This design comes from an exercise in tuning for small area on the open sky130 flow, not from production work. Where RTL was checked, it was by simulation tests only, not by an equivalence proof against the original. Function not checked in run 3: the RTL went through the layout flow alone. Power and IR drop assume default switching activity.

==> design/flow/design.v <==
module font_rom (
    input      [5:0] code,
    input      [2:0] row,
    input      [2:0] col,
    output           bit_out
);
    reg [63:0] bitmap;
    assign bit_out = bitmap[{row, col}];
    always @(*) begin
        case (code)
            6'd1: bitmap = 64'h0033333F33331E0C;
            6'd2: bitmap = 64'h003F66663E66663F;
            6'd3: bitmap = 64'h003C66030303663C;
            6'd4: bitmap = 64'h001F36666666361F;
            6'd5: bitmap = 64'h007F46161E16467F;
            6'd6: bitmap = 64'h000F06161E16467F;
            6'd7: bitmap = 64'h007C66730303663C;
            6'd8: bitmap = 64'h003333333F333333;
            6'd9: bitmap = 64'h001E0C0C0C0C0C1E;
            6'd10: bitmap = 64'h001E333330303078;
            6'd11: bitmap = 64'h006766361E366667;
            6'd12: bitmap = 64'h007F66460606060F;
            6'd13: bitmap = 64'h0063636B7F7F7763;
            6'd14: bitmap = 64'h006363737B6F6763;
            6'd15: bitmap = 64'h001C36636363361C;
            6'd16: bitmap = 64'h000F06063E66663F;
            6'd17: bitmap = 64'h00381E3B3333331E;
            6'd18: bitmap = 64'h006766363E66663F;
            6'd19: bitmap = 64'h001E33380E07331E;
            6'd20: bitmap = 64'h001E0C0C0C0C2D3F;
            6'd21: bitmap = 64'h003F333333333333;
            6'd22: bitmap = 64'h000C1E3333333333;
            6'd23: bitmap = 64'h0063777F6B636363;
            6'd24: bitmap = 64'h0063361C1C366363;
            6'd25: bitmap = 64'h001E0C0C1E333333;
            6'd26: bitmap = 64'h007F664C1831637F;
            6'd27: bitmap = 64'h003E676F7B73633E;
            6'd28: bitmap = 64'h003F0C0C0C0C0E0C;
            6'd29: bitmap = 64'h003F33061C30331E;
            6'd30: bitmap = 64'h001E33301C30331E;
            6'd31: bitmap = 64'h0078307F33363C38;
            6'd32: bitmap = 64'h001E3330301F033F;
            6'd33: bitmap = 64'h001E33331F03061C;
            6'd34: bitmap = 64'h000C0C0C1830333F;
            6'd35: bitmap = 64'h001E33331E33331E;
            6'd36: bitmap = 64'h000E18303E33331E;
            6'd37: bitmap = 64'h000C0C0000000000;
            6'd38: bitmap = 64'h060C0C0000000000;
            6'd39: bitmap = 64'h000C000C1830331E;
            6'd40: bitmap = 64'h00180018183C3C18;
            6'd41: bitmap = 64'h000103060C183060;
            6'd42: bitmap = 64'h00406030180C0603;
            6'd43: bitmap = 64'h00FF000000000000;
            6'd44: bitmap = 64'h000000003F000000;
            6'd45: bitmap = 64'h0018181818181818;
            6'd46: bitmap = 64'h0000001E3333331E;
            6'd47: bitmap = 64'h000C0C00000C0C00;
            6'd48: bitmap = 64'h0000000000030606;
            default: bitmap = 64'h0;
        endcase
    end
endmodule
module svo_tmds (
	input clk, resetn, de,
	input [1:0] ctrl,
	input din,
	output reg [9:0] dout0,
	output reg [9:0] dout12
);
	reg signed [3:0] cnt;
	reg [3:0] q_out, dout_buf2, dout_code;
	wire neg = cnt[3];
	always @(posedge clk) begin
		if (!resetn) begin
			cnt <= 0;
			q_out <= 0;
		end else if (!de) begin
			cnt <= 0;
			q_out <= {2'b01, ctrl};
		end else begin
			cnt <= neg ? cnt + (din ? 4'sd3 : 4'sd5) : cnt - 4'sd4;
			q_out <= {2'b10, neg, din};
		end
		dout_buf2 <= q_out;
		dout_code <= dout_buf2;
	end
	reg [9:0] data_word;
	always @(*) begin
		case (dout_code[1:0])
			2'b00: data_word = 10'h100;
			2'b01: data_word = 10'h200;
			2'b10: data_word = 10'h3ff;
			2'b11: data_word = 10'h0ff;
		endcase
		if (dout_code[3]) begin
			dout0 = data_word;
			dout12 = data_word;
		end else if (dout_code[2]) begin
			case (dout_code[1:0])
				2'b00: dout0 = 10'b1101010100;
				2'b01: dout0 = 10'b0010101011;
				2'b10: dout0 = 10'b0101010100;
				2'b11: dout0 = 10'b1010101011;
			endcase
			dout12 = 10'b1101010100;
		end else begin
			dout0 = 10'b0;
			dout12 = 10'b0;
		end
	end
endmodule
`timescale 1ns / 1ps
module svo_enc (
	input clk, resetn,
	input in_axis_tvalid,
	output reg in_axis_tready,
	input in_axis_tdata,
	input in_axis_tuser,
	output reg out_axis_tdata,
	output reg [3:0] out_axis_tuser
);
	reg [10:0] hcursor;
	reg [9:0] vcursor;
	reg [3:0] ctrl_fifo [0:3];
	reg [1:0] ctrl_fifo_wraddr, ctrl_fifo_rdaddr;
	reg [1:0] pixel_fifo [0:7];
	reg [2:0] pixel_fifo_wraddr, pixel_fifo_rdaddr;
	reg [4:0] out_fifo [0:3];
	reg [1:0] out_fifo_wraddr, out_fifo_rdaddr;
	wire [1:0]  ctrl_fifo_fill =  ctrl_fifo_wraddr -  ctrl_fifo_rdaddr;
	wire [2:0] pixel_fifo_fill = pixel_fifo_wraddr - pixel_fifo_rdaddr;
	wire [1:0]   out_fifo_fill =   out_fifo_wraddr -   out_fifo_rdaddr;
	reg is_hsync, is_vsync, is_blank;
	always @(posedge clk) begin
		if (!resetn) begin
			ctrl_fifo_wraddr <= 0;
			hcursor = 0;
			vcursor = 0;
		end else if (ctrl_fifo_wraddr + 2'd1 != ctrl_fifo_rdaddr) begin
			is_blank = 0;
			is_hsync = 0;
			is_vsync = 0;
			if (hcursor < 64) begin
				is_blank = 1;
			end else if (hcursor < 64 + 128) begin
				is_blank = 1;
				is_hsync = 1;
			end else if (hcursor < 64 + 128 + 192) begin
				is_blank = 1;
			end
			if (vcursor < 3) begin
				is_blank = 1;
			end else if (vcursor < 3 + 5) begin
				is_blank = 1;
				is_vsync = 1;
			end else if (vcursor < 3 + 5 + 20) begin
				is_blank = 1;
			end
			ctrl_fifo[ctrl_fifo_wraddr] <= {is_blank, is_vsync, is_hsync, !hcursor && !vcursor};
			ctrl_fifo_wraddr <= ctrl_fifo_wraddr + 1;
			if (hcursor == 1664-1) begin
				hcursor = 0;
				vcursor = vcursor == 748-1 ? 0 : vcursor + 1;
			end else begin
				hcursor = hcursor + 1;
			end
		end
	end
	always @(posedge clk) begin
		if (!resetn) begin
			pixel_fifo_wraddr <= 0;
			in_axis_tready <= 0;
		end else begin
			if (in_axis_tvalid && in_axis_tready) begin
				pixel_fifo[pixel_fifo_wraddr] <= {in_axis_tuser, in_axis_tdata};
				pixel_fifo_wraddr <= pixel_fifo_wraddr + 1;
			end
			in_axis_tready <= pixel_fifo_wraddr + 3'd2 != pixel_fifo_rdaddr && pixel_fifo_wraddr + 3'd1 != pixel_fifo_rdaddr;
		end
	end
	always @(posedge clk) begin
		if (!resetn) begin
			ctrl_fifo_rdaddr <= 0;
			pixel_fifo_rdaddr <= 0;
			out_fifo_wraddr <= 0;
		end else begin
			if (ctrl_fifo_rdaddr != ctrl_fifo_wraddr && pixel_fifo_rdaddr != pixel_fifo_wraddr && out_fifo_wraddr + 2'd1 != out_fifo_rdaddr) begin
				if (ctrl_fifo[ctrl_fifo_rdaddr][0] && !pixel_fifo[pixel_fifo_rdaddr][1]) begin
					pixel_fifo_rdaddr <= pixel_fifo_rdaddr + 1;
				end else
				if (ctrl_fifo[ctrl_fifo_rdaddr][3]) begin
					out_fifo[out_fifo_wraddr] <= {ctrl_fifo[ctrl_fifo_rdaddr], 1'b0};
					out_fifo_wraddr <= out_fifo_wraddr + 1;
					ctrl_fifo_rdaddr <= ctrl_fifo_rdaddr + 1;
				end else begin
					out_fifo[out_fifo_wraddr] <= {ctrl_fifo[ctrl_fifo_rdaddr], pixel_fifo[pixel_fifo_rdaddr][0]};
					out_fifo_wraddr <= out_fifo_wraddr + 1;
					ctrl_fifo_rdaddr <= ctrl_fifo_rdaddr + 1;
					pixel_fifo_rdaddr <= pixel_fifo_rdaddr + 1;
				end
			end
		end
	end
	reg out_axis_tvalid;
	reg [1:0] next_out_fifo_rdaddr;
	reg [1:0] wait_for_fifos;
	always @(posedge clk) begin
		if (!resetn) begin
			wait_for_fifos <= 0;
			out_fifo_rdaddr <= 0;
			out_axis_tvalid <= 0;
			out_axis_tdata <= 0;
			out_axis_tuser <= 0;
		end else if (wait_for_fifos < 3 || out_fifo_fill == 0) begin
			if (ctrl_fifo_fill < 3 || pixel_fifo_fill < 6 || out_fifo_fill < 3)
				wait_for_fifos <= 0;
			else
				wait_for_fifos <= wait_for_fifos + 1;
		end else begin
			next_out_fifo_rdaddr = out_fifo_rdaddr;
			if (out_axis_tvalid)
				next_out_fifo_rdaddr = next_out_fifo_rdaddr + 1;
			out_axis_tvalid <= next_out_fifo_rdaddr != out_fifo_wraddr;
			{out_axis_tuser, out_axis_tdata} <= out_fifo[next_out_fifo_rdaddr];
			out_fifo_rdaddr <= next_out_fifo_rdaddr;
		end
	end
endmodule
`timescale 1ns / 1ps
module svo_canvas (
    input            clk,
    input            resetn,
    input            user_clk,
    input      [2:0] user_data_3,
    input            out_axis_tready,
    output reg       out_axis_tvalid,
    output reg       out_axis_tdata,
    output reg       out_axis_tuser
);
    localparam LEFT  = 64;
    localparam RIGHT = 64 + 1024;
    localparam BOT   = 512;
    reg [2:0] user_clk_q;
    wire user_clk_rise = user_clk_q[1] && !user_clk_q[2];
    wire user_clk_fall = !user_clk_q[1] && user_clk_q[2];
    reg       write_clk;
    reg       load_upper;
    reg [5:0] user_data_6;
    reg [6:0] last_pos;
    reg       any_wr;
    reg       two_wr;
    reg       enable_read_offset;
    reg [2:0] read_offset;
    wire       do_write = user_clk_rise && !write_clk;
    wire [6:0] wr_pos   = two_wr ? last_pos + 7'd1 : 7'd0;
    always @(posedge clk) begin
        if (!resetn) begin
            user_clk_q <= 0;
            write_clk <= 0;
            load_upper <= 0;
            user_data_6 <= 0;
            last_pos <= 0;
            any_wr <= 0;
            two_wr <= 0;
            enable_read_offset <= 0;
            read_offset <= 0;
        end else begin
            user_clk_q <= { user_clk_q[1:0], user_clk };
            if (user_clk_rise)
                write_clk <= !write_clk;
            if (user_clk_fall) begin
                load_upper <= !load_upper;
                if (load_upper)
                    user_data_6[5:3] <= user_data_3;
                else
                    user_data_6[2:0] <= user_data_3;
            end
            if (do_write) begin
                last_pos <= wr_pos;
                any_wr <= 1;
                two_wr <= any_wr;
                if (wr_pos == 7'd127)
                    enable_read_offset <= 1;
                if (enable_read_offset && wr_pos[3:0] == 0)
                    read_offset <= read_offset + 1;
            end
        end
    end
    reg [5:0] char_mem [0:127];
    always @(posedge clk) begin
        if (resetn && do_write)
            char_mem[wr_pos] <= user_data_6;
    end
    reg [10:0] screen_x;
    reg [9:0]  screen_y;
    reg [9:0]  display_x;
    reg [8:0]  display_y;
    reg [10:0] next_screen_x;
    reg [9:0]  next_screen_y;
    reg [9:0]  next_display_x;
    reg [8:0]  next_display_y;
    wire advance = !out_axis_tvalid || out_axis_tready;
    wire in_x = screen_x >= LEFT && screen_x < RIGHT;
    wire in_y = screen_y < BOT;
    always @(*) begin
        next_screen_x = screen_x;
        next_screen_y = screen_y;
        if (advance) begin
            if (screen_x == 1279) begin
                next_screen_x = 0;
                next_screen_y = (screen_y == 719) ? 10'd0 : screen_y + 10'd1;
            end else begin
                next_screen_x = screen_x + 11'd1;
            end
        end
    end
    always @(*) begin
        next_display_x = display_x;
        next_display_y = display_y;
        if (screen_x == RIGHT-1) begin
            next_display_x = 0;
            if (screen_y == BOT-1)
                next_display_y = 0;
            else if (in_y)
                next_display_y = display_y + 9'd1;
        end else if (in_x) begin
            next_display_x = display_x + 10'd1;
        end
    end
    wire [3:0] rd_col = next_display_x[9:6];
    wire [2:0] rd_row = next_display_y[8:6] + read_offset;
    wire [6:0] rd_pos = { rd_row, rd_col };
    wire [2:0] lw_row = last_pos[6:4];
    wire [3:0] lw_col = last_pos[3:0];
    wire rd_valid = any_wr && ((rd_row < lw_row) ||
                               (rd_row == lw_row && rd_col <= lw_col) ||
                               (enable_read_offset && rd_row > lw_row));
    reg  [5:0] char_code_q;
    reg        pix_q;
    wire       font_bit;
    font_rom font_bitmaps (
        .code(char_code_q),
        .row(display_y[5:3]),
        .col(display_x[5:3]),
        .bit_out(font_bit)
    );
    always @(posedge clk) begin
        if (!resetn) begin
            char_code_q <= 0;
            pix_q <= 0;
        end else begin
            char_code_q <= rd_valid ? char_mem[rd_pos] : 6'd0;
            pix_q <= font_bit;
        end
    end
    always @(posedge clk) begin
        if (!resetn) begin
            screen_x <= 0;
            screen_y <= 0;
            display_x <= 0;
            display_y <= 0;
            out_axis_tvalid <= 0;
            out_axis_tdata <= 0;
            out_axis_tuser <= 0;
        end else begin
            screen_x <= next_screen_x;
            screen_y <= next_screen_y;
            display_x <= next_display_x;
            display_y <= next_display_y;
            if (advance) begin
                out_axis_tvalid <= 1;
                out_axis_tdata <= pix_q && in_x && in_y;
                out_axis_tuser <= (screen_x == 0) && (screen_y == 0);
            end
        end
    end
endmodule
`timescale 1ns / 1ps
module hdmi_text_top (
	input clk,
	input resetn,
	input user_clk,
	input [2:0] user_data_3,
	output [9:0] tmds_ch0,
	output [9:0] tmds_ch1,
	output [9:0] tmds_ch2
);
	wire vdma_tvalid, vdma_tready, vdma_tdata, vdma_tuser;
	wire video_enc_tdata;
	wire [3:0] video_enc_tuser;
	reg [3:0] resetn_clk_pixel_q;
	always @(posedge clk)
		resetn_clk_pixel_q <= {resetn_clk_pixel_q, resetn};
	wire clk_pixel_resetn = resetn_clk_pixel_q[3];
	svo_canvas svo_canvas (
		.clk(clk),
		.resetn(resetn),
		.user_clk(user_clk),
		.user_data_3(user_data_3),
		.out_axis_tready(vdma_tready),
		.out_axis_tvalid(vdma_tvalid),
		.out_axis_tdata(vdma_tdata),
		.out_axis_tuser(vdma_tuser)
	);
	svo_enc svo_enc (
		.clk(clk),
		.resetn(clk_pixel_resetn),
		.in_axis_tvalid(vdma_tvalid),
		.in_axis_tready(vdma_tready),
		.in_axis_tdata(vdma_tdata),
		.in_axis_tuser(vdma_tuser),
		.out_axis_tdata(video_enc_tdata),
		.out_axis_tuser(video_enc_tuser)
	);
	wire [9:0] tmds_ch12;
	svo_tmds svo_tmds (
		.clk(clk),
		.resetn(clk_pixel_resetn),
		.de(!video_enc_tuser[3]),
		.ctrl(video_enc_tuser[2:1]),
		.din(video_enc_tdata),
		.dout0(tmds_ch0),
		.dout12(tmds_ch12)
	);
	assign tmds_ch1 = tmds_ch12;
	assign tmds_ch2 = tmds_ch12;
endmodule
==> design/flow/run.sh <==
#!/bin/bash
# synth_recipe.tcl (not shown) runs the flow's synth.tcl, then flattens the netlist and writes it again
# the make line also repeats each setting of config.mk as NAME=value (left out here)
make -C /OpenROAD-flow-scripts/flow DESIGN_CONFIG=/design/flow/config.mk WORK_HOME=/design/flow/orfs CLKGATE_MAP_FILE= SYNTH_SCRIPT=/design/flow/synth_recipe.tcl finish
==> design/flow/config.mk <==
export PLATFORM = sky130hd
export DESIGN_NAME = hdmi_text_top
export DESIGN_NICKNAME = hdmi_text_top
export VERILOG_FILES = /design/flow/design.v
export SDC_FILE = /design/flow/constraint.sdc
export NUM_CORES = 4
export LEC_CHECK = 0
export CAP_MARGIN = 20
export CORE_MARGIN = 2
export CORE_UTILIZATION = 40
export SLEW_MARGIN = 20
==> design/flow/constraint.sdc <==
create_clock -name core_clock -period 10.0 [get_ports {clk}]
set_input_delay 2.0000 -clock core_clock [delete_from_list [all_inputs] [get_ports {clk}]]
set_output_delay 2.0000 -clock core_clock [all_outputs]
set_load 0.01 [all_outputs]
==> impl_metrics.toml, run 1 <==
[outcome]
status = "timing/DRC/antenna clean"

[synthesis]
async_flop_share_pct = 0
synth-edff-count = 816
synth_cell_types = 88
avgSynthCellArea_um2 = 11.7
synthCells = 3686
yosysWarnings = 5
synth_seq_cells = 958
ys_seq_area_share_pct = 63.6
yosys.area.top_type = "edfxtp_1"
ys_top_cells_by_area = "edfxtp_1, dfxtp_1, nand2_1"
synth_top_area_share_pct = 57.0
ys.flop_type = "edfxtp_1"
syn-cell-area_um2 = 43000
syn_nets = 3757

[global_route]
antenna_found_initial = 0
grt.total_usage_pct = 21.1
grt_pass1_wl_mm = 179
grt_overflow = 0
grt_max_degree = 140
grt_pass1_vias = 28150

[finish]
final_core_util_pct = 44.4
layout_common_cells = "edfxtp_1, nand2_1, nor2_1"
area_growth_pct = 10.3
design_area_um2 = 47400
final_cells = 5100
drive_above_1_share_pct = 6.60
layout.cells.most_common = "edfxtp_1"
fin_nets = 3688
n_antenna_cell = 0

[sta]
worst_pin_slew_ns = 1.09
period_share_pct = 59.6
final_max_slew_viol_count = 0
setup_viol = 0
final-hold-violation-count = 0
slew_headroom_pct = 26.8
fin_skew_ns = 0.0525
fin_crit_ns = 5.96
rsz0062_at_grt = "no"
fmax_ghz = 0.168
tns_ns = 0

[die]
core_um2 = 107000
rows = 120
die_area_um2 = 110000
fp.dieW_um = 332
die_h_um = 332
start_util_pct = 40.2
num_io_pins = 36

[routing]
drtIter0Drc = 3868
wl_per_cell_um = 23.3
route.antenna.remaining_nets = 0
drc = 0
wirelength_mm = 119
vias = 29664
dr.pass1.iters = 6
vias_per_cell = 5.82

[worst_setup_path]
cp_max_fo = 98
r2r_slack_ns = 4.04
cp_data_arrival_time_ns = 6.57
cp.required_ns = 10.61
crit_path_end_kind = "register"
crit_path_start_kind = "register"
worst-setup-path-type = "register to register"
r2r_cells = 16
timing.rr.start = "svo_canvas.screen_x[10]"
r2r-end = "svo_canvas.char_code_q[3]"

[cts]
cts_buffers = 99
ctsResizeCount = 0
path_clk_slew_ns = 0.06
clock_latency_ns = 0.70
max-clock-path-buffers = 3
cts_setup_buffers = 0
tritoncts = "yes"
cts-hold-fix-buffers = 0
root_buffer = "clkbuf_16"
clock-sinks = 958
htreeDepth = 3

[min_path]
hold_class = "register to register"
hold_path_end = "svo_tmds.dout_buf2[2]"
hp-start = "svo_tmds.q_out[2]"
hold_depth = 0

[pwr]
p_seq_share_pct = 52.8
p_comb_share_pct = 3.3
powerDensity_nw_per_um2 = 174
peakVddDrop_uv = 149
power.share.clock_pct = 43.9
power.total_uw = 8270
sw_frac_of_total_pct = 21.3
p_switching_uw = 1770
p_int_uw = 6500
leakage_uw = 0.0158

[placed_design]
place_congestion = 0.937
dp.cells = 4919
post_dp_cell_area_um2 = 44300
hpwl_mm = 71.6
portBuffers = 35

[flow_run]
drv_cap = 0
==> power groups by stage <==
stage / sequential [uW] / clock [uW] / combinational, uW
finish: 4370 / 3630 / 273
global route: 4370 / 3840 / 307
floorplan: 4450 / 0 / 199
CTS: 4370 / 3680 / 273
global placement: 4450 / 0 / 267
detailed placement: 4450 / 0 / 272
==> critical path, stage by stage (launching register included) <==
cell and delay, ns:
dfxtp_1 0.50, nor4bb_2 0.51, nand3_1 0.33, o211ai_4 0.14, buf_4 0.54, nand2_8 0.58
inv_8 0.70, ha_1 0.26, nor2b_1 0.05, o21a_1 0.16, o21a_1 0.16, o21a_1 0.15
o21ai_0 0.28, nand4_1 0.40, a211oi_1 0.63, a21boi_1 0.20, a22oi_2 0.22
==> final cells by class <==
class | instances | area [um^2]
Fill cell | 9795 | 59500
Sequential cell | 958 | 27400
Multi-Input combinational cell | 2418 | 14200
Clock buffer | 137 | 2670
Tap cell | 1403 | 1760
Timing Repair Buffer | 87 | 761
Clock inverter | 44 | 507
Inverter | 53 | 211
==> registers in the layout, indices dropped and copies added, names as in the netlist, 3 cells and up, named ones only <==
name,count
resetn_clk_pixel_q,4
svo_canvas.char_code_q,6
svo_canvas.char_mem,768
svo_canvas.display_x,10
svo_canvas.display_y,9
svo_canvas.last_pos,7
svo_canvas.read_offset,3
svo_canvas.screen_x,11
svo_canvas.screen_y,10
svo_canvas.user_clk_q,3
svo_canvas.user_data_6,6
svo_enc.ctrl_fifo,16
svo_enc.hcursor,11
svo_enc.out_axis_tuser,3
svo_enc.out_fifo,16
svo_enc.pixel_fifo,16
svo_enc.pixel_fifo_rdaddr,3
svo_enc.pixel_fifo_wraddr,3
svo_enc.vcursor,10
svo_tmds.cnt,4
svo_tmds.dout_buf2,4
svo_tmds.dout_code,4
svo_tmds.q_out,4
==> routing by layer <==
layer	global-route usage, %	part of all wire, %	wire length (um)	vias up
li1	-	-	-	13430
met1	30.4	44	52000	14608
met2	32.1	45	53000	1391
met3	3.44	8.5	10100	235
met4	7.59	3.3	3890	0
met5	0	0	0	-
==> per-stage QoR <==
stage	hold slack (ns)	worst slack (ns)
CTS	0.325	4.24
floorplan	0.310	5.54
global route	0.329	3.71
detailed placement	0.312	4.22
finish	0.324	4.04
global placement	0.311	4.29
==> kinds of logic (layout without fill, tap and decap cells) <==
kind of cell / count (synthesis) / after routing / synth area share, %
fa+ha+maj: 65 / 65 / 1.94
buf+inv: 310 / 321 / 3.66
xor+xnor: 81 / 81 / 1.67
flops: 958 / 958 / 63.6
compound gates: 647 / 647 / 9.89
simple gates: 1502 / 1502 / 15.9
mux: 123 / 123 / 3.34
==> cells in the mapped netlist, types with 10 or more instances <==
cell type  count
a31oi_1       82
nand2_1      664
dfxtp_1      142
nor4_1        17
a22oi_1       25
clkbuf_1     108
and2_1        56
xor2_1        35
nor3_1        41
a211oi_1      63
edfxtp_1     816
o22ai_1       10
nor2_1       268
buf_1         19
o21ai_0      108
mux4_2        15
a21oi_1      164
buf_6         15
nand2b_1      25
inv_1         48
nand4_1       37
or3_1         10
o21a_1        10
and3_1        94
a32oi_1       12
nand3_1      212
xnor2_1       45
buf_2         64
a21boi_0      19
nor2b_1       34
a311oi_1      19
mux2i_1      105
o211ai_1      26
buf_4         48
a221oi_1      19
ha_1          62
==> worst max path at each step <==
| stage | start | to | depth (start not counted) |
|---|---|---|---|
| 2_1_floorplan | svo_canvas.screen_x[8] | svo_canvas.char_code_q[2] | 18 |
| 3_3_place_gp | svo_canvas.screen_x[10] | svo_canvas.char_code_q[3] | 16 |
| 3_5_place_dp | svo_canvas.screen_x[10] | svo_canvas.char_code_q[3] | 16 |
| 4_1_cts | svo_canvas.screen_x[10] | svo_canvas.char_code_q[3] | 16 |
| 5_1_grt | svo_canvas.screen_x[10] | svo_canvas.char_code_q[3] | 16 |
| 6_report | svo_canvas.screen_x[10] | svo_canvas.char_code_q[3] | 16 |
==> run 2, diff against run 1 <==
--- a/design/flow/design.v
+++ b/design/flow/design.v
@@ -286,11 +286,6 @@
             end
         end
     end
-    reg [5:0] char_mem [0:127];
-    always @(posedge clk) begin
-        if (resetn && do_write)
-            char_mem[wr_pos] <= user_data_6;
-    end
     reg [10:0] screen_x;
     reg [9:0]  screen_y;
     reg [9:0]  display_x;
@@ -332,9 +327,76 @@
     wire [6:0] rd_pos = { rd_row, rd_col };
     wire [2:0] lw_row = last_pos[6:4];
     wire [3:0] lw_col = last_pos[3:0];
-    wire rd_valid = any_wr && ((rd_row < lw_row) ||
+    wire rd_valid = two_wr && ((rd_row < lw_row) ||
                                (rd_row == lw_row && rd_col <= lw_col) ||
                                (enable_read_offset && rd_row > lw_row));
+    reg [3:0]  ph;
+    reg [95:0] ring [0:7];
+    reg        pa_v, pb_v;
+    reg [5:0]  pa_d, pb_d;
+    wire [6:0] pa_pos = last_pos;
+    wire [6:0] pb_pos = last_pos - 7'd1;
+    wire commit_a = pa_v && pa_pos[3:0] == ph;
+    wire commit_b = pb_v && pb_pos[3:0] == ph;
+    wire mem_write = do_write && any_wr;    
+    reg [5:0] ring_in [0:7];
+    integer r;
+    always @(*) begin
+        for (r = 0; r < 8; r = r + 1) begin
+            if (commit_a && pa_pos[6:4] == r)
+                ring_in[r] = pa_d;
+            else if (commit_b && pb_pos[6:4] == r)
+                ring_in[r] = pb_d;
+            else
+                ring_in[r] = ring[r][5:0];
+        end
+    end
+    always @(posedge clk) begin
+        for (r = 0; r < 8; r = r + 1)
+            ring[r] <= { ring_in[r], ring[r][95:6] };
+    end
+    always @(posedge clk) begin
+        if (!resetn) begin
+            ph <= 0;
+            pa_v <= 0;
+            pb_v <= 0;
+        end else begin
+            ph <= ph + 4'd1;
+            if (mem_write) begin
+                pa_v <= 1;
+                pa_d <= user_data_6;
+                pb_v <= pa_v && !commit_a;
+                pb_d <= pa_d;
+            end else begin
+                if (commit_a) pa_v <= 0;
+                if (commit_b) pb_v <= 0;
+            end
+        end
+    end
+    wire [3:0] c  = display_x[9:6];
+    wire [2:0] g  = display_y[8:6];
+    wire at_c  = ph == c;
+    wire at_c1 = ph == c + 4'd1;
+    wire [2:0] row_a = g + read_offset;
+    wire [2:0] row_b = row_a + 3'd1;
+    wire [5:0] tap_a = ring_in[row_a];
+    wire [5:0] tap_b = ring_in[row_b];
+    reg  [5:0] x00, x10, x01, x11;
+    wire [5:0] f00 = at_c  ? tap_a : x00;
+    wire [5:0] f10 = at_c  ? tap_b : x10;
+    wire [5:0] f01 = at_c1 ? tap_a : x01;
+    wire [5:0] f11 = at_c1 ? tap_b : x11;
+    wire colchg = rd_col != c;
+    wire scroll = do_write && enable_read_offset && wr_pos[3:0] == 0;
+    always @(posedge clk) begin
+        x00 <= scroll ? (colchg ? f11 : f10) : (colchg ? f01 : f00);
+        x10 <= colchg ? f11 : f10;
+        x01 <= scroll ? f11 : f01;
+        x11 <= f11;
+    end
+    wire [5:0] rd_data = (pa_v && rd_pos == pa_pos) ? pa_d :
+                         (pb_v && rd_pos == pb_pos) ? pb_d :
+                         colchg ? f01 : f00;
     reg  [5:0] char_code_q;
     reg        pix_q;
     wire       font_bit;
@@ -349,7 +411,7 @@
             char_code_q <= 0;
             pix_q <= 0;
         end else begin
-            char_code_q <= rd_valid ? char_mem[rd_pos] : 6'd0;
+            char_code_q <= rd_valid ? rd_data : 6'd0;
             pix_q <= font_bit;
         end
     end
==> run 2 against run 1 <==
  * Routed wire length decreased by 35%
  * Synthesized cell count decreased by 24%
  * Fmax decreased by 24%
  * Via count decreased by 31%
  * Non-clock buffer count decreased by 26
  * Critical path depth increased by 10
  * Total power increased by 0.76%
  * Die area decreased by 23%
  * Final area decreased by 21%
  * Cell count decreased by 22%
==> impl_metrics.toml, run 2 <==
[routing]
dr.pass1.iters = 5
vias = 20575
vias_per_cell = 5.19
wl_per_cell_um = 19.6
drtIter0Drc = 1593
route.antenna.remaining_nets = 0
drc = 0
wirelength_mm = 77.6

[finish]
top_register = "svo_canvas.ring"
area_growth_pct = 14.0
multi_input_area_um2 = 10400
drive_above_1_share_pct = 9.33
layout_common_cells = "dfxtp_1, nor2_1, nand2_1"
largest_register_ffs = 768
fin_nets = 2883
final_cells = 3964
layout.cells.most_common = "dfxtp_1"
regArea_um2 = 21500
fillers = 7367

[synthesis]
synth_cell_types = 97
async_flop_share_pct = 0
synthCells = 2809
avgSynthCellArea_um2 = 11.7
ys_top_cells_by_area = "dfxtp_1, edfxtp_1, nor2_1"
syn-cell-area_um2 = 32900
synth-edff-count = 60
synth_seq_cells = 1045
syn_nets = 2881
ys_seq_area_share_pct = 65.5
ys_top_cells_by_count = "dfxtp_1, nor2_1, nand2_1, a21oi_1, o21ai_0"
yosysWarnings = 7
synth_top_area_share_pct = 60.0
yosys.area.top_type = "dfxtp_1"
ys.flop_type = "dfxtp_1"
synthMostInstantiatedCell = "dfxtp_1"

[placed_design]
dp.cells = 3781
portBuffers = 35
pre_cts_slack_ns = 2.32
hpwl_mm = 52.1
place_congestion = 1.00

[global_route]
antenna_found_initial = 6
grt_max_degree = 58
grt_pass1_wl_mm = 119
grt.total_usage_pct = 18.1
grt_overflow = 0
grt_pass1_vias = 19958

[worst_setup_path]
cp_max_fo = 23
r2r_slack_ns = 2.19
cp_data_arrival_time_ns = 8.35
crit_path_end_kind = "register"
timing.rr.start = "svo_canvas.screen_x[6]"
worst-setup-path-type = "register to register"
r2r-end = "svo_canvas.font_bitmaps.bitmap[3]"
cp.required_ns = 10.54
r2r_cells = 26
crit_path_start_kind = "register"

[sta]
slew_headroom_pct = 23.1
fin_skew_ns = 0.0769
worst_pin_slew_ns = 1.15
fmax_ghz = 0.128
fin_ws_ns = 2.19
rsz0062_at_grt = "no"
tns_ns = 0
fin_crit_ns = 7.81
final_max_slew_viol_count = 0
setup_viol = 0
period_share_pct = 78.1
final-hold-violation-count = 0

[cts]
cts_setup_buffers = 0
ctsResizeCount = 0
root_buffer = "clkbuf_16"
tritoncts = "yes"
cts_buffers = 98
max-clock-path-buffers = 3
clock-sinks = 1045
cts-hold-fix-buffers = 0
path_clk_slew_ns = 0.06
clock_latency_ns = 0.67
htreeDepth = 3

[die]
fp.dieW_um = 291
die_area_um2 = 84400
die_h_um = 291
core_um2 = 81700
rows = 105
start_util_pct = 40.2
num_io_pins = 36

[flow_run]
drv_cap = 0

[min_path]
hold_path_end = "svo_canvas.ring[7][40]"
hold_depth = 0
hold_class = "register to register"
hp-start = "svo_canvas.ring[7][46]"

[outcome]
status = "timing/DRC/antenna clean"

[pwr]
powerDensity_nw_per_um2 = 223
leakage_uw = 0.0144
peakVddDrop_uv = 129
-- run 2: cell types whose count changed in the layout (fill, tap and decap cells not counted), sizes merged, moves of 61 or more --
cell,delta
nand3,-143
dfxtp,+843
a31oi,-61
and3,-62
nand2,-484
edfxtp,-756
-- run 2: worst max-delay path, stage by stage (launching register included) --
cell	delay, ns
dfxtp_1	0.38
or4_4	0.61
nor3_1	0.37
nand2b_1	0.17
nor3_1	0.33
nand3_1	0.14
xor2_1	0.21
a21oi_1	0.09
fa_1	0.48
xor2_1	0.20
nand2_1	0.09
o311ai_0	0.53
nor4_4	0.13
ha_1	0.32
and3_1	0.21
and3_1	0.38
nor2_1	0.09
mux2i_1	0.14
o2111a_1	0.19
buf_4	0.30
inv_1	0.21
ha_1	0.92
inv_1	0.26
nor3_1	0.48
nor2_1	0.16
a32oi_1	0.20
nand2_1	0.08
-- run 2: power by group --
part / total, uW / internal [uW] / switching (uW) / leakage, uW
Combinational: 258 / 109 / 150 / 0.00420
Clock: 3770 / 2190 / 1580 / 0.00169
Sequential: 4300 / 4260 / 40.5 / 0.00848
Total: 8330 / 6560 / 1770 / 0.0144
-- run 2: area by class of cell --
class / instances / share of cell area, %
inverters: 59 / 0.592
well taps: 1070 / 3.58
multi-input cells: 1546 / 27.7
flip-flops and latches: 1045 / 57.5
clock inverters: 38 / 1.36
diodes: 1 / 0.00668
clock buffers: 144 / 7.82
repair buffers: 61 / 1.46
-- run 2: worst max path at each step --
| stage | start | to | slack [ns] | depth (start not counted) |
|---|---|---|---|---|
| floorplan | svo_canvas.screen_x[6] | svo_canvas.font_bitmaps.bitmap[9] | 3.65 | 26 |
| global placement | svo_canvas.screen_x[6] | svo_canvas.font_bitmaps.bitmap[3] | 2.38 | 25 |
| detailed placement | svo_canvas.screen_x[6] | svo_canvas.font_bitmaps.bitmap[3] | 2.32 | 26 |
| CTS | svo_canvas.screen_x[6] | svo_canvas.font_bitmaps.bitmap[3] | 2.28 | 26 |
| global route | svo_canvas.screen_x[6] | svo_canvas.font_bitmaps.bitmap[3] | 1.56 | 26 |
| finish | svo_canvas.screen_x[6] | svo_canvas.font_bitmaps.bitmap[3] | 2.19 | 26 |
-- run 2: cell families after synthesis --
group	Yosys count	synth area share (%)
buffers and inverters	218	3.03
DFF	1045	65.5
muxes	128	5.09
AOI/OAI and AO/OA	482	9.33
adders and majority gates	66	2.60
and+or+nand+nor	754	11.2
xor gates and xnor gates	116	3.22
-- run 2: metrics by stage --
| stage | util [%] | hold WS, ns | area (um^2) | total power, uW |
|---|---|---|---|---|
| after global placement | 41.6 | 0.309 | 34000 | 4640 |
| final | 45.8 | 0.305 | 37400 | 8330 |
| after CTS | 45.8 | 0.302 | 37400 | 8440 |
| after floorplan | - | 0.310 | 32900 | 4580 |
| after global routing | 45.8 | 0.313 | 37400 | 8640 |
| after detailed placement | 41.6 | 0.312 | 34000 | 4650 |
-- run 2: layer usage --
| metal | GRT usage (%) | up-vias | share of wire (%) | routed length [um] |
|---|---|---|---|---|
| met5 | 0 | - | 0 | 0 |
| met2 | 28.3 | 753 | 44 | 34300 |
| met3 | 3.06 | 166 | 6.5 | 5070 |
| met1 | 25.2 | 9938 | 46 | 35600 |
| met4 | 6.99 | 0 | 3.3 | 2550 |
| li1 | - | 9718 | - | - |
==> run 3, diff against run 2 <==
--- a/design/flow/design.v
+++ b/design/flow/design.v
@@ -1,64 +1,59 @@
 module font_rom (
-    input      [5:0] code,
-    input      [2:0] row,
-    input      [2:0] col,
-    output           bit_out
+    input  [5:0] code,
+    input  [2:0] row,
+    input  [2:0] col,
+    output       bit_out
 );
-    reg [63:0] bitmap;
+    wire [63:0] bitmap =
+        ({64{code == 6'd1}} & 64'h0033333F33331E0C) |
+        ({64{code == 6'd2}} & 64'h003F66663E66663F) |
+        ({64{code == 6'd3}} & 64'h003C66030303663C) |
+        ({64{code == 6'd4}} & 64'h001F36666666361F) |
+        ({64{code == 6'd5}} & 64'h007F46161E16467F) |
+        ({64{code == 6'd6}} & 64'h000F06161E16467F) |
+        ({64{code == 6'd7}} & 64'h007C66730303663C) |
+        ({64{code == 6'd8}} & 64'h003333333F333333) |
+        ({64{code == 6'd9}} & 64'h001E0C0C0C0C0C1E) |
+        ({64{code == 6'd10}} & 64'h001E333330303078) |
+        ({64{code == 6'd11}} & 64'h006766361E366667) |
+        ({64{code == 6'd12}} & 64'h007F66460606060F) |
+        ({64{code == 6'd13}} & 64'h0063636B7F7F7763) |
+        ({64{code == 6'd14}} & 64'h006363737B6F6763) |
+        ({64{code == 6'd15}} & 64'h001C36636363361C) |
+        ({64{code == 6'd16}} & 64'h000F06063E66663F) |
+        ({64{code == 6'd17}} & 64'h00381E3B3333331E) |
+        ({64{code == 6'd18}} & 64'h006766363E66663F) |
+        ({64{code == 6'd19}} & 64'h001E33380E07331E) |
+        ({64{code == 6'd20}} & 64'h001E0C0C0C0C2D3F) |
+        ({64{code == 6'd21}} & 64'h003F333333333333) |
+        ({64{code == 6'd22}} & 64'h000C1E3333333333) |
+        ({64{code == 6'd23}} & 64'h0063777F6B636363) |
+        ({64{code == 6'd24}} & 64'h0063361C1C366363) |
+        ({64{code == 6'd25}} & 64'h001E0C0C1E333333) |
+        ({64{code == 6'd26}} & 64'h007F664C1831637F) |
+        ({64{code == 6'd27}} & 64'h003E676F7B73633E) |
+        ({64{code == 6'd28}} & 64'h003F0C0C0C0C0E0C) |
+        ({64{code == 6'd29}} & 64'h003F33061C30331E) |
+        ({64{code == 6'd30}} & 64'h001E33301C30331E) |
+        ({64{code == 6'd31}} & 64'h0078307F33363C38) |
+        ({64{code == 6'd32}} & 64'h001E3330301F033F) |
+        ({64{code == 6'd33}} & 64'h001E33331F03061C) |
+        ({64{code == 6'd34}} & 64'h000C0C0C1830333F) |
+        ({64{code == 6'd35}} & 64'h001E33331E33331E) |
+        ({64{code == 6'd36}} & 64'h000E18303E33331E) |
+        ({64{code == 6'd37}} & 64'h000C0C0000000000) |
+        ({64{code == 6'd38}} & 64'h060C0C0000000000) |
+        ({64{code == 6'd39}} & 64'h000C000C1830331E) |
+        ({64{code == 6'd40}} & 64'h00180018183C3C18) |
+        ({64{code == 6'd41}} & 64'h000103060C183060) |
+        ({64{code == 6'd42}} & 64'h00406030180C0603) |
+        ({64{code == 6'd43}} & 64'h00FF000000000000) |
+        ({64{code == 6'd44}} & 64'h000000003F000000) |
+        ({64{code == 6'd45}} & 64'h0018181818181818) |
+        ({64{code == 6'd46}} & 64'h0000001E3333331E) |
+        ({64{code == 6'd47}} & 64'h000C0C00000C0C00) |
+        ({64{code == 6'd48}} & 64'h0000000000030606);
     assign bit_out = bitmap[{row, col}];
-    always @(*) begin
-        case (code)
-            6'd1: bitmap = 64'h0033333F33331E0C;
-            6'd2: bitmap = 64'h003F66663E66663F;
-            6'd3: bitmap = 64'h003C66030303663C;
-            6'd4: bitmap = 64'h001F36666666361F;
-            6'd5: bitmap = 64'h007F46161E16467F;
-            6'd6: bitmap = 64'h000F06161E16467F;
-            6'd7: bitmap = 64'h007C66730303663C;
-            6'd8: bitmap = 64'h003333333F333333;
-            6'd9: bitmap = 64'h001E0C0C0C0C0C1E;
-            6'd10: bitmap = 64'h001E333330303078;
-            6'd11: bitmap = 64'h006766361E366667;
-            6'd12: bitmap = 64'h007F66460606060F;
-            6'd13: bitmap = 64'h0063636B7F7F7763;
-            6'd14: bitmap = 64'h006363737B6F6763;
-            6'd15: bitmap = 64'h001C36636363361C;
-            6'd16: bitmap = 64'h000F06063E66663F;
-            6'd17: bitmap = 64'h00381E3B3333331E;
-            6'd18: bitmap = 64'h006766363E66663F;
-            6'd19: bitmap = 64'h001E33380E07331E;
-            6'd20: bitmap = 64'h001E0C0C0C0C2D3F;
-            6'd21: bitmap = 64'h003F333333333333;
-            6'd22: bitmap = 64'h000C1E3333333333;
-            6'd23: bitmap = 64'h0063777F6B636363;
-            6'd24: bitmap = 64'h0063361C1C366363;
-            6'd25: bitmap = 64'h001E0C0C1E333333;
-            6'd26: bitmap = 64'h007F664C1831637F;
-            6'd27: bitmap = 64'h003E676F7B73633E;
-            6'd28: bitmap = 64'h003F0C0C0C0C0E0C;
-            6'd29: bitmap = 64'h003F33061C30331E;
-            6'd30: bitmap = 64'h001E33301C30331E;
-            6'd31: bitmap = 64'h0078307F33363C38;
-            6'd32: bitmap = 64'h001E3330301F033F;
-            6'd33: bitmap = 64'h001E33331F03061C;
-            6'd34: bitmap = 64'h000C0C0C1830333F;
-            6'd35: bitmap = 64'h001E33331E33331E;
-            6'd36: bitmap = 64'h000E18303E33331E;
-            6'd37: bitmap = 64'h000C0C0000000000;
-            6'd38: bitmap = 64'h060C0C0000000000;
-            6'd39: bitmap = 64'h000C000C1830331E;
-            6'd40: bitmap = 64'h00180018183C3C18;
-            6'd41: bitmap = 64'h000103060C183060;
-            6'd42: bitmap = 64'h00406030180C0603;
-            6'd43: bitmap = 64'h00FF000000000000;
-            6'd44: bitmap = 64'h000000003F000000;
-            6'd45: bitmap = 64'h0018181818181818;
-            6'd46: bitmap = 64'h0000001E3333331E;
-            6'd47: bitmap = 64'h000C0C00000C0C00;
-            6'd48: bitmap = 64'h0000000000030606;
-            default: bitmap = 64'h0;
-        endcase
-    end
 endmodule
 module svo_tmds (
 	input clk, resetn, de,
--- a/design/flow/config.mk
+++ b/design/flow/config.mk
@@ -5,7 +5,9 @@
 export SDC_FILE = /design/flow/constraint.sdc
 export NUM_CORES = 4
 export LEC_CHECK = 0
+export ABC_AREA = 1
 export CAP_MARGIN = 20
 export CORE_MARGIN = 2
 export CORE_UTILIZATION = 40
+export CTS_BUF_LIST = sky130_fd_sc_hd__clkbuf_4
 export SLEW_MARGIN = 20
==> run 3 against run 2 <==
  * Sequential share of layout area increased by 0.24 points
  * Sequential cell count down 45
  * Clock-buffer cell count is 204 higher
  * Total power down 6.6%
  * Critical path type is now register to primary output
  * Largest power group unchanged
==> impl_metrics.toml, run 3 <==
[pwr]
powerDensity_nw_per_um2 = 218
peakVddDrop_uv = 152
leakage_uw = 0.0158

[die]
die_area_um2 = 80500
core_um2 = 77500
rows = 102
num_io_pins = 36
die_h_um = 284
start_util_pct = 40.4
fp.dieW_um = 284

[global_route]
grt_pass1_vias = 21436
grt_max_degree = 38
grt.total_usage_pct = 18.0
antenna_found_initial = 1
grt-busiest-layer = "met2"
grt_overflow = 0
met1_usage_pct = 22.6
use_met3_pct = 4.36
grt_use_met2_pct = 28.5
grt_pass1_wl_mm = 114

[synthesis]
ys_seq_area_share_pct = 65.8
synth_seq_cells = 1000
ys.flop_type = "dfxtp_1"
synth_top_area_share_pct = 60.1
ys_top_cells_by_area = "dfxtp_1, nand2_1, edfxtp_1"
synthCells = 3148
ys_top_cells_by_count = "dfxtp_1, nand2_1, inv_1, nor2_1, nand3_1"
synthMostInstantiatedCell = "dfxtp_1"
yosysWarnings = 6
synth_cell_types = 68
async_flop_share_pct = 0
avgSynthCellArea_um2 = 9.95
yosys.area.top_type = "dfxtp_1"
syn_nets = 3207
syn-cell-area_um2 = 31300
synth-edff-count = 60

[routing]
vias_per_cell = 4.78
drtIter0Drc = 1476
wirelength_mm = 72.3
vias = 21875
drc = 0
route.antenna.remaining_nets = 0
dr.pass1.iters = 7
wl_per_cell_um = 15.8

[worst_setup_path]
cp_data_arrival_time_ns = 2.73
crit_path_end_kind = "primary output"
worst-setup-path-type = "register to primary output"
crit_path_start_kind = "register"
cp.required_ns = 8.00
cp_max_fo = 5

[placed_design]
dp.cells = 4165
place_congestion = 1.04
hpwl_mm = 51.4
portBuffers = 35
pre_cts_slack_ns = 5.34
post_dp_cell_area_um2 = 32600

[cts]
cts_setup_buffers = 0
cts-hold-fix-buffers = 0
cts_buffers = 227
root_buffer = "clkbuf_4"
tritoncts = "yes"
max-clock-path-buffers = 3
htreeDepth = 4
path_clk_slew_ns = 0.06
clock_latency_ns = 1.04
ctsResizeCount = 0
clock-sinks = 1000

[sta]
setup_viol = 0
whs_ns = 0.278
tns_ns = 0
fin_crit_ns = 4.73
worst_pin_slew_ns = 0.803
fmax_ghz = 0.211
fin_skew_ns = 0.0931
final_max_slew_viol_count = 0
fin_ws_ns = 5.27
final-hold-violation-count = 0
period_share_pct = 47.3
slew_headroom_pct = 46.0
rsz0062_at_grt = "no"

[finish]
area_growth_pct = 14.1
final_cells = 4578
largest_register_ffs = 768
drive_above_1_share_pct = 13.9
design_area_um2 = 35700
fin_nets = 3413
top_register = "svo_canvas.ring"
layout.cells.most_common = "dfxtp_1"
layout_common_cells = "dfxtp_1, nand2_1, clkbuf_4"

[min_path]
hold_class = "register to register"

[outcome]
status = "timing/DRC/antenna clean"

[flow_run]
drv_cap = 0
run 3: changes by cell type after synthesis, sizes merged, moves of 30 or more:
cell / before / now
mux4: 30 / 0
nand2: 181 / 575
clkbuf: 87 / 22
nand3: 69 / 255
xnor2: 63 / 15
nor3: 44 / 85
nor2: 250 / 300
dfxtp: 985 / 940
inv: 56 / 311
mux2i: 88 / 0
run 3: layer usage:
layer / share of wire, % / wire length (um)
met4: 4.1 / 2940
met1: 44 / 31700
met2: 45 / 32900
met3: 6.7 / 4840
met5: 0 / 0
run 3: worst paths after layout:
path	slack (ns)	endpoint	cells after the start	from
worst max-delay path	5.27	tmds_ch0[7]	5	svo_tmds.dout_code[0]
worst min-delay path	0.28	svo_canvas.ring[5][15]	0	svo_canvas.ring[5][21]
worst max register to register	5.37	svo_canvas.char_code_q[0]	21	svo_canvas.screen_x[0]
worst min register to register	0.28	svo_canvas.ring[5][15]	0	svo_canvas.ring[5][21]
run 3: critical path, stage by stage, from the launching register on:
cell and delay, ns:
dfxtp_1 0.39, inv_1 0.07, ha_1 0.18, o21ai_0 0.32
o21ai_0 0.27, clkdlybuf4s50_1 0.55
run 3: cells by family (layout without fill, tap and decap cells):
logic type	after synthesis	count (layout)	synth area share, %
simple gates	1351	1351	19.7
buf+inv	388	776	5.23
xor+xnor	39	39	1.14
fa+ha+maj	53	53	2.21
other cells	0	2	0
flops	1000	1000	65.8
compound gates	317	317	5.83
run 3: stage by stage:
stage	total power (uW)	util, %
2_1_floorplan	4560	-
3_3_place_gp	4670	42.1
3_5_place_dp	4680	42.1
4_1_cts	7930	46.1
5_1_grt	8210	46.1
6_report	7790	46.1
run 3: final cells by class:
class | count | area, um^2
sequential | 1000 | 20600
inverter | 321 | 1220
timing repair buffer | 44 | 418
multi-input combinational | 1760 | 9070
clock inverter | 63 | 472
clock buffer | 348 | 2610
antenna | 2 | 5.00
fill | 7393 | 41700
tap | 1040 | 1300
run 3: power by group:
group	leakage [uW]	total [uW]	switching, uW	internal, uW
sequential	0.00813	4160	55.3	4110
combinational	0.00589	421	265	156
clock	0.00182	3200	1530	1680

## what the ideal ports hide
No port has a modelled driver above. Below, the same layouts with a new extraction and two added sets of constraints. Step 1, drivers: a clkbuf_16 drives clk and a buf_2 each remaining input, both assumed. Step 2 adds t to the input delays and takes it off the output delays; t is the mean of the earliest and latest rising clock arrival at the registers after step 1. Input paths then give back, and output paths get back, about the clock's delay inside the block. Three values: no drivers, after step 1, after step 2; two values: the first two.
| run | t, ns | setup slack, ns | latest minus earliest clock arrival (ns) | worst register clock-pin slew, ns | cell pins on the clock port's net |
|---|---|---|---|---|---|
| run 1 | 0.746 | 4.039 / 4.039 / 4.039 | 0.054 / 0.054 | 0.06 / 0.06 | 1 |
| run 2 | 0.694 | 2.188 / 2.188 / 2.188 | 0.080 / 0.080 | 0.06 / 0.06 | 1 |
| run 3 | 1.055 | 5.267 / 5.207 / 5.373 | 0.096 / 0.095 | 0.08 / 0.08 | 1 |
After both steps setup and hold are still met in every run listed.
